From an optimization exercise on the open Yosys and OpenROAD flow, aimed at small area and a short achievable clock period; shortcuts taken in it are not production practice.
At most, simulation tests tie the RTL to the original design; equivalence was not proved.
The flow treats the clock pin as an ideal source. Dropping or thinning the clock tree relies on that and would not hold on a real chip.
Power figures rest on the tool's default switching activity, not on a simulated workload.

==> flow/design.v <==
`timescale 1ns / 1ps
module FIR
#(
parameter data_in = 16,
parameter no_tap = 10
)
(
    input i_clk,
    input signed [data_in-1:0] i_serial_in ,
    input i_data_wr,
    output signed [2*data_in-1:0] o_data_out ,
    output o_data_rdy,
    input i_reset
    );
    reg [15:0] r [0:8];
    reg [15:0] hold;
    reg [25:0] acc;          
    reg        c1, c2;
    reg [25:0] out;
    reg        rdy;
    reg        wr;           
    reg        ld;           
    reg  [3:0] lab;          
    reg  [3:0] k;            
    reg        e0;           
    reg        e1;           
    reg        repl;         
    reg        fls;          
    reg        zap;          
    reg sA256, sA16, sAh, sAl, sB4n, sBh, sB1;
    integer i;
    wire       wr_n  = !i_reset && i_data_wr && !wr;
    wire [3:0] lab_p = lab + 4'd1 + {3'd0, wr};
    wire [3:0] lab_n = (lab_p >= 4'd9) ? lab_p - 4'd9 : lab_p;
    wire [3:0] k_n   = wr ? 4'd1 : (k == 4'd11 ? 4'd11 : k + 4'd1);
    wire       e0_n  = e0 && !wr;
    wire       e1_n  = wr ? e0 : e1;
    wire       rd_n  = (k_n != 4'd0) && (k_n <= 4'd9);    
    wire       rr_n  = rd_n && !e1_n;                      
    wire [3:0] age_n = (lab_n == 4'd0) ? 4'd9 : lab_n;     
    always @(posedge i_clk) begin
        wr   <= wr_n;
        ld   <= wr_n && !e0;
        rdy  <= !i_reset && wr;
        lab  <= i_reset ? 4'd0 : lab_n;
        k    <= k_n;
        e0   <= i_reset || e0_n;
        e1   <= i_reset || e1_n;
        repl <= (lab_n == 4'd0) && (k_n >= 4'd2) && (k_n <= 4'd10);
        zap  <= e1_n && (lab_n != 4'd0);
        fls  <= (k_n == 4'd10) && !wr_n;
        sA256<= rr_n && (age_n == 4'd3 || age_n == 4'd5 || age_n == 4'd9);
        sB4n <= rr_n && (age_n == 4'd3 || age_n == 4'd4 || age_n == 4'd5 ||
                         age_n == 4'd6 || age_n == 4'd9);
        sA16 <= rr_n && (age_n == 4'd4 || age_n == 4'd6);
        sB1  <= rr_n && (age_n == 4'd7);
        sAl  <= rr_n && (age_n == 4'd2 || age_n == 4'd8);
        sAh  <= rd_n && !e0_n && (age_n == 4'd1);
        sBh  <= rd_n && !e0_n && (age_n == 4'd1);
    end
    always @(posedge i_clk) begin
        r[0] <= repl ? hold : (zap ? 16'd0 : r[8]);
        for (i = 1; i < 9; i = i + 1) r[i] <= r[i-1];
        if (wr) hold <= i_serial_in;
    end
    wire [15:0] x  = r[8];
    wire [15:0] fx = {~x[15], x[14:0]};                
    wire [15:0] gx = {x[15], ~x[14:0]};                
    wire [15:0] fl = {~r[7][15], r[7][14:0]};
    wire [15:0] fh = {~hold[15], hold[14:0]};
    wire [25:0] laneA = (sA256 ? {2'd0, fx, 8'd0}  : 26'd0)
                      | (sA16  ? {6'd0, fx, 4'd0}  : 26'd0)
                      | (sAh   ? {7'd0, fh, 3'd0}  : 26'd0)
                      | (sAl   ? {10'd0, fl}       : 26'd0);
    wire [25:0] laneB = (sB4n  ? {8'd0, gx, 2'd0}  : 26'd0)
                      | (sBh   ? {9'd0, fh, 1'd0}  : 26'd0)
                      | (sB1   ? {10'd0, fx}       : 26'd0);
    wire [25:0] cinit = e0 ? 26'h3fb0000 : 26'h25f8014;
    wire [25:0] a0 = wr ? cinit : acc;
    wire [25:0] ps = a0 ^ laneA ^ laneB;
    wire [25:0] pc = {(a0[24:0] & laneA[24:0]) | (a0[24:0] & laneB[24:0]) | (laneA[24:0] & laneB[24:0]), 1'b0};
    wire [9:0]  lo = {1'b0, ps[8:0]} + {1'b0, pc[8:0]};
    wire [10:0] mc = {1'b0, ps[17:9], 1'b1} + {1'b0, pc[17:9], c1};
    wire        d1 = fls && c1 && (&acc[17:9]);
    wire [7:0]  ph = {pc[25:20], pc[19] | (c2 && d1), pc[18]};
    wire [8:0]  hc = {ps[25:18], 1'b1} + {ph, c2 ^ d1};
    always @(posedge i_clk) begin
        acc <= {hc[8:1], mc[9:1], lo[8:0]};
        c1  <= lo[9] && !wr_n;
        c2  <= mc[10] && !fls && !wr_n;
        if (i_reset) out <= 26'd0;
        else if (ld) out <= acc;
    end
    assign o_data_rdy = rdy;
    assign o_data_out = {{6{out[25]}}, out};
endmodule
export LEC_CHECK = 0
export CAP_MARGIN = 20
export CORE_MARGIN = 2
export CORE_UTILIZATION = 65
export PLACE_DENSITY = 0.75
export SLEW_MARGIN = 20
create_clock -name core_clock -period 10.0 [get_ports {i_clk}]
standard.sh (not shown) runs the stock make flow with config.mk's settings and CLKGATE_MAP_FILE= SYNTH_SCRIPT=/design/flow/synth_recipe.tcl, a recipe that flattens the netlist after the stock synthesis.
==> flow/flow/run.sh <==
#!/bin/bash
# The standard layout (standard.sh: ORFS from synthesis to the routed
# layout, with the standard synthesis unchanged), with these changes to how
# the layout is made:
#  - repair_timing is asked to leave 7 ns of setup slack instead of 0, so it
#    keeps sizing the critical paths below the 10 ns clock;
#  - the port buffers that buffer_ports inserts are buf_2;
#  - clock tree synthesis uses clkbuf_16 in clusters of up to 30 registers,
#    inserts no dummy loads, and (flow/pre_cts.tcl) drives the leaf buffers
#    straight from the root buffer, without the H-tree level between them.
# Each tool's full output goes to ORFS's logs under orfs/logs; make's own
# output goes to make_finish.log in this folder.
set -euo pipefail
bash standard.sh SETUP_SLACK_MARGIN=7 \
  "BUFFER_PORTS_ARGS=-buffer_cell sky130_fd_sc_hd__buf_2" \
  "CTS_ARGS=-sink_clustering_enable -repair_clock_nets -dont_use_dummy_load -buf_list sky130_fd_sc_hd__clkbuf_16 -sink_clustering_size 30 -sink_clustering_max_diameter 80" \
  "PRE_CTS_TCL=$PWD/flow/pre_cts.tcl" \
  finish > make_finish.log 2>&1
==> flow/flow/pre_cts.tcl <==
# Wraps clock_tree_synthesis. TritonCTS builds a root buffer, one or more
# H-tree levels and leaf buffers; this connects the leaf buffers straight to
# the root buffer's output and deletes the H-tree level buffers, so every
# register's clock passes through the same two buffers (root, leaf) and the
# whole tree has less delay. No register's clock is delayed.
rename clock_tree_synthesis my_cts_orig
proc clock_tree_synthesis {args} {
  my_cts_orig {*}$args
  set block [ord::get_db_block]
  set removed 0
  foreach inst [$block getInsts] {
    set name [$inst getName]
    if {![regexp {^clkbuf_[1-9][0-9]*_[0-9]+__f_} $name]} continue
    set in_net [[$inst findITerm A] getNet]
    set out_net [[$inst findITerm X] getNet]
    foreach it [$out_net getITerms] {
      if {[$it getInst] != $inst} { $it disconnect; $it connect $in_net }
    }
    odb::dbInst_destroy $inst
    odb::dbNet_destroy $out_net
    incr removed
  }
  puts "pre_cts.tcl: removed $removed H-tree level clock buffers"
}
Rerun with:
--- a/flow/design.v
+++ b/flow/design.v
@@ -45,13 +45,13 @@
         lab  <= i_reset ? 4'd0 : lab_n;
         k    <= k_n;
         e0   <= i_reset || e0_n;
         e1   <= i_reset || e1_n;
         repl <= (lab_n == 4'd0) && (k_n >= 4'd2) && (k_n <= 4'd10);
         zap  <= e1_n && (lab_n != 4'd0);
-        fls  <= (k_n == 4'd10) && !wr_n;
+        fls  <= (k_n == 4'd10);
         sA256<= rr_n && (age_n == 4'd3 || age_n == 4'd5 || age_n == 4'd9);
         sB4n <= rr_n && (age_n == 4'd3 || age_n == 4'd4 || age_n == 4'd5 ||
                          age_n == 4'd6 || age_n == 4'd9);
         sA16 <= rr_n && (age_n == 4'd4 || age_n == 4'd6);
         sB1  <= rr_n && (age_n == 4'd7);
         sAl  <= rr_n && (age_n == 4'd2 || age_n == 4'd8);
@@ -77,20 +77,20 @@
                       | (sB1   ? {10'd0, fx}       : 26'd0);
     wire [25:0] cinit = e0 ? 26'h3fb0000 : 26'h25f8014;
     wire [25:0] a0 = wr ? cinit : acc;
     wire [25:0] ps = a0 ^ laneA ^ laneB;
     wire [25:0] pc = {(a0[24:0] & laneA[24:0]) | (a0[24:0] & laneB[24:0]) | (laneA[24:0] & laneB[24:0]), 1'b0};
     wire [9:0]  lo = {1'b0, ps[8:0]} + {1'b0, pc[8:0]};
-    wire [10:0] mc = {1'b0, ps[17:9], 1'b1} + {1'b0, pc[17:9], c1};
-    wire        d1 = fls && c1 && (&acc[17:9]);
+    wire [10:0] mc = {1'b0, ps[17:9], 1'b1} + {1'b0, pc[17:9], c1 & !wr};
+    wire        d1 = fls && !wr && c1 && (&acc[17:9]);
     wire [7:0]  ph = {pc[25:20], pc[19] | (c2 && d1), pc[18]};
-    wire [8:0]  hc = {ps[25:18], 1'b1} + {ph, c2 ^ d1};
+    wire [8:0]  hc = {ps[25:18], 1'b1} + {ph, (c2 ^ d1) && !wr};
     always @(posedge i_clk) begin
         acc <= {hc[8:1], mc[9:1], lo[8:0]};
-        c1  <= lo[9] && !wr_n;
-        c2  <= mc[10] && !fls && !wr_n;
+        c1  <= lo[9];
+        c2  <= mc[10] && !fls;
         if (i_reset) out <= 26'd0;
         else if (ld) out <= acc;
     end
     assign o_data_rdy = rdy;
     assign o_data_out = {{6{out[25]}}, out};
 endmodule
After rerunning: Non-clock buffer count is lower by 8; maximum frequency is higher slightly; wire length is lower by a few percent; worst setup slack improved by 0.035 ns; cell count is higher by a few percent; critical path depth is higher by 1; utilization hardly moves; die area is higher slightly.
For the first run of this note, only the layout was checked, not whether the RTL still works.

========
## the reference run
FIR, a different RTL version from the one above (not shown whole).
Size in the first run: roughly 790 cells after synthesis, ~230 flip-flops, about 52 I/O pins, roughly 8600 um^2 of cells after synthesis.
==> module FIR, before the edit <==
module FIR
#(
parameter data_in = 16,
parameter no_tap = 10
)
(
    input i_clk,
    input signed [data_in-1:0] i_serial_in ,
    input i_data_wr,
    output signed [2*data_in-1:0] o_data_out ,
    output o_data_rdy,
    input i_reset
    );
    reg [15:0] r [0:8];
    reg [15:0] hold;
    reg [25:0] acc;          
    reg        c1, c2;
    reg [25:0] out;
    reg        rdy;
    reg        wr;           
    reg        ld;           
    reg  [3:0] lab;          
    reg  [3:0] k;            
    reg        e0;           
    reg        e1;           
    reg        repl;         
    reg        zap;          
    reg sA256, sA8, sAh, sAl, sB4n, sB4p, sBh, sB1;
    integer i;
    wire       wr_n  = !i_reset && i_data_wr && !wr;
    wire [3:0] lab_p = lab + 4'd1 + {3'd0, wr};
    wire [3:0] lab_n = (lab_p >= 4'd9) ? lab_p - 4'd9 : lab_p;
    wire [3:0] k_n   = wr ? 4'd1 : (k == 4'd11 ? 4'd11 : k + 4'd1);
    wire       e0_n  = e0 && !wr;
    wire       e1_n  = wr ? e0 : e1;
    wire       rd_n  = (k_n != 4'd0) && (k_n <= 4'd9);    
    wire       rr_n  = rd_n && !e1_n;                      
    wire [3:0] age_n = (lab_n == 4'd0) ? 4'd9 : lab_n;     
    always @(posedge i_clk) begin
        wr   <= wr_n;
        ld   <= wr_n && !e0;
        rdy  <= !i_reset && wr;
        lab  <= i_reset ? 4'd0 : lab_n;
        k    <= k_n;
        e0   <= i_reset || e0_n;
        e1   <= i_reset || e1_n;
        repl <= (lab_n == 4'd0) && (k_n >= 4'd2) && (k_n <= 4'd10);
        zap  <= e1_n && (lab_n != 4'd0);
        sA256<= rr_n && (age_n == 4'd3 || age_n == 4'd5 || age_n == 4'd9);
        sB4n <= rr_n && (age_n == 4'd3 || age_n == 4'd5 || age_n == 4'd9);
        sA8  <= rr_n && (age_n == 4'd4 || age_n == 4'd6);
        sB4p <= rr_n && (age_n == 4'd4 || age_n == 4'd6);
        sB1  <= rr_n && (age_n == 4'd7);
        sAl  <= rr_n && (age_n == 4'd2 || age_n == 4'd8);
        sAh  <= rd_n && !e0_n && (age_n == 4'd1);
        sBh  <= rd_n && !e0_n && (age_n == 4'd1);
    end
    always @(posedge i_clk) begin
        r[0] <= repl ? hold : (zap ? 16'd0 : r[8]);
        for (i = 1; i < 9; i = i + 1) r[i] <= r[i-1];
        if (wr) hold <= i_serial_in;
    end
    wire [15:0] x  = r[8];
    wire [15:0] fx = {~x[15], x[14:0]};                
    wire [15:0] gx = {x[15], ~x[14:0]};                
    wire [15:0] fl = {~r[7][15], r[7][14:0]};
    wire [15:0] fh = {~hold[15], hold[14:0]};
    wire [25:0] laneA = (sA256 ? {2'd0, fx, 8'd0}  : 26'd0)
                      | (sA8   ? {7'd0, fx, 3'd0}  : 26'd0)
                      | (sAh   ? {7'd0, fh, 3'd0}  : 26'd0)
                      | (sAl   ? {10'd0, fl}       : 26'd0);
    wire [25:0] laneB = (sB4n  ? {8'd0, gx, 2'd0}  : 26'd0)
                      | (sB4p  ? {8'd0, fx, 2'd0}  : 26'd0)
                      | (sBh   ? {9'd0, fh, 1'd0}  : 26'd0)
                      | (sB1   ? {10'd0, fx}       : 26'd0);
    wire [25:0] cinit = e0 ? 26'h3fb0000 : 26'h267800c;
    wire [25:0] a0 = wr ? cinit : acc;
    wire [25:0] ps = a0 ^ laneA ^ laneB;
    wire [25:0] pc = {(a0[24:0] & laneA[24:0]) | (a0[24:0] & laneB[24:0]) | (laneA[24:0] & laneB[24:0]), 1'b0};
    wire [9:0]  lo = {1'b0, ps[8:0]} + {1'b0, pc[8:0]};
    wire [10:0] mc = {1'b0, ps[17:9], 1'b1} + {1'b0, pc[17:9], c1 & !wr};
    wire [8:0]  hc = {ps[25:18], 1'b1} + {pc[25:18], c2 & !wr};
    wire [7:0]  ohi = acc[25:18] + {7'd0, c2};
    always @(posedge i_clk) begin
        acc <= {hc[8:1], mc[9:1], lo[8:0]};
        c1  <= lo[9];
        c2  <= mc[10];
        if (i_reset) out <= 26'd0;
        else if (ld) out <= {ohi, acc[17:0]};
    end
    assign o_data_rdy = rdy;
    assign o_data_out = {{6{out[25]}}, out};
endmodule
Settings: LEC_CHECK=0, CAP_MARGIN=20, CORE_MARGIN=2, CORE_UTILIZATION=65, PLACE_DENSITY=0.75, SLEW_MARGIN=20; clock period 10.0 ns.
==> flow/flow/run.sh <==
#!/bin/bash
# Standard ORFS layout (the standard.sh), with repair_timing asked to
# leave more setup slack than the default so it keeps improving the paths.
set -euo pipefail
bash standard.sh SETUP_SLACK_MARGIN=7 "BUFFER_PORTS_ARGS=-buffer_cell sky130_fd_sc_hd__buf_2" "CTS_ARGS=-sink_clustering_enable -repair_clock_nets -dont_use_dummy_load -buf_list sky130_fd_sc_hd__clkbuf_8" finish > make_finish.log 2>&1
Relative to the reference run, the following input files were edited for the trial run:
==> flow/design.v <==
`timescale 1ns / 1ps
module FIR
#(
parameter data_in = 16,
parameter no_tap = 10
)
(
    input i_clk,
    input signed [data_in-1:0] i_serial_in ,
    input i_data_wr,
    output signed [2*data_in-1:0] o_data_out ,
    output o_data_rdy,
    input i_reset
    );
    reg [15:0] r [0:8];
    reg [15:0] hold;
    reg [25:0] acc;          
    reg        cy;
    reg [25:0] out;
    reg        rdy;
    reg        wr;           
    reg        ld;           
    reg  [3:0] lab;          
    reg  [3:0] k;            
    reg [10:1] t;            
    reg        repl;         
    reg sA256, sA8, sAh, sAl, sB4n, sB4p, sBh, sB1;
    integer i;
    wire       wr_n  = !i_reset && i_data_wr && !wr;
    wire [3:0] lab_p = lab + 4'd1 + {3'd0, wr};
    wire [3:0] lab_n = (lab_p >= 4'd9) ? lab_p - 4'd9 : lab_p;
    wire [3:0] k_n   = wr ? 4'd1 : (k == 4'd11 ? 4'd11 : k + 4'd1);
    wire [10:1] t_n  = t | ({10{wr}} & {t[9:1], 1'b1});
    wire       rd_n  = (k_n != 4'd0) && (k_n <= 4'd9);    
    wire [3:0] age_n = (lab_n == 4'd0) ? 4'd9 : lab_n;     
    wire       rv_n  = rd_n && t_n[age_n + 4'd1];          
    wire       h_n   = rd_n && (age_n == 4'd1) && t_n[1];
    always @(posedge i_clk) begin
        wr   <= wr_n;
        ld   <= wr_n && t[1];
        rdy  <= !i_reset && wr;
        lab  <= i_reset ? 4'd0 : lab_n;
        k    <= k_n;
        t    <= i_reset ? 10'd0 : t_n;
        repl <= (lab_n == 4'd0) && (k_n >= 4'd2) && (k_n <= 4'd10);
        sA256<= rv_n && (age_n == 4'd3 || age_n == 4'd5 || age_n == 4'd9);
        sB4n <= rv_n && (age_n == 4'd3 || age_n == 4'd5 || age_n == 4'd9);
        sA8  <= rv_n && (age_n == 4'd4 || age_n == 4'd6);
        sB4p <= rv_n && (age_n == 4'd4 || age_n == 4'd6);
        sB1  <= rv_n && (age_n == 4'd7);
        sAl  <= rd_n && ((age_n == 4'd2 && t_n[4]) || (age_n == 4'd8 && t_n[10]));
        sAh  <= h_n;
        sBh  <= h_n;
    end
    always @(posedge i_clk) begin
        r[0] <= repl ? hold : r[8];
        for (i = 1; i < 9; i = i + 1) r[i] <= r[i-1];
        if (wr) hold <= i_serial_in;
    end
    wire [15:0] x  = r[8];
    wire [15:0] fx = {~x[15], x[14:0]};                
    wire [15:0] gx = {x[15], ~x[14:0]};                
    wire [15:0] fl = {~r[7][15], r[7][14:0]};
    wire [15:0] fh = {~hold[15], hold[14:0]};
    wire [25:0] laneA = (sA256 ? {2'd0, fx, 8'd0}  : 26'd0)
                      | (sA8   ? {7'd0, fx, 3'd0}  : 26'd0)
                      | (sAh   ? {7'd0, fh, 3'd0}  : 26'd0)
                      | (sAl   ? {10'd0, fl}       : 26'd0);
    wire [25:0] laneB = (sB4n  ? {8'd0, gx, 2'd0}  : 26'd0)
                      | (sB4p  ? {8'd0, fx, 2'd0}  : 26'd0)
                      | (sBh   ? {9'd0, fh, 1'd0}  : 26'd0)
                      | (sB1   ? {10'd0, fx}       : 26'd0);
    wire g3 = t[3], g4 = t[4], g5 = t[5], g6 = t[6], g7 = t[7], g9 = t[9];
    wire [25:0] cinit = {1'b1, !g5, !g3 || (g5 && !g9), 2'b11, !g6,
                         !g4 || (g6 && !g9), g9, !g3 || (g4 && !g5) || g6,
                         !g3 || g9, (g3 && !g7) || g9, 11'd0, g5,
                         (g3 && !g5) || g9, 2'b00};
    wire [25:0] a0 = wr ? cinit : acc;
    wire [25:0] ps = a0 ^ laneA ^ laneB;
    wire [25:0] pc = {(a0[24:0] & laneA[24:0]) | (a0[24:0] & laneB[24:0]) | (laneA[24:0] & laneB[24:0]), 1'b0};
    wire [13:0] lo = {1'b0, ps[12:0]} + {1'b0, pc[12:0]};
    wire [13:0] hc = {ps[25:13], 1'b1} + {pc[25:13], cy & !wr};
    wire [12:0] hi = hc[13:1];
    always @(posedge i_clk) begin
        acc <= {hi, lo[12:0]};
        cy  <= lo[13];
        if (i_reset) out <= 26'd0;
        else if (ld) out <= acc;
    end
    assign o_data_rdy = rdy;
    assign o_data_out = {{6{out[25]}}, out};
endmodule
Notes after the runs:
The trial run finished every stage and its layout cleared the timing, DRC and antenna checks. The trial run vs. the reference run: final-stage net count went up about 1.1%, highest achievable clock rate went down 1.1%, first-iteration DRC count went down 87, proportion of power drawn by flip-flops and latches went down 1.2 points, wire length of the first global-routing pass went up about 3%. [compare] base=the reference run new=the trial run: count of fill cells added during filler insertion shows a reduction of 2.4%; cell area after layout shows an increase of about 7%. Compared with the reference run, the trial run shows sequential cell count that has gone up by a few percent. Against the reference run, the trial run reports a final cell count that is higher. The die height of the trial run is higher than that of the reference run. The trial run ends up with a number of post-CTS setup repair buffers that is 13 higher than in the reference run.
Function not checked in the trial run: the RTL went through the layout flow alone.

[re-timing with driven ports]
The results above use ideal ports. As a check the final layouts listed here were re-extracted and re-timed, cells and wires unchanged. Step 1 sets driving cells, clkbuf_16 on the clock port and buf_2 on the other inputs (assumed; they add their load-dependent delay and slew). Step 2 times the ports against the registers' clock, not the clock port: input delays grow and output delays shrink by t, the midpoint of the rising clock arrivals with the driver on. Slacks: ideal / step 1 / step 2; pairs: ideal / step 1.
run | t, ns | setup WS [ns] | latest minus earliest clock arrival (ns) | worst slew at a driven data input, ns
the first run of note 1 | 0.436 | 7.009 / 7.009 / 6.777 | 0.032 / 0.032 | 0.04
the second run of note 1 | 0.429 | 7.045 / 7.009 / 7.045 | 0.038 / 0.038 | 0.03
the reference run | 0.526 | 7.018 / 6.981 / 6.994 | 0.032 / 0.033 | 0.04
the trial run | 0.530 | 6.983 / 6.943 / 6.872 | 0.046 / 0.046 | 0.03
After both steps setup and hold are still met in every run listed. The setup slack of the first run of note 1, which loses most, moves by 0.000 ns with the drivers and by -0.232 ns with both steps.
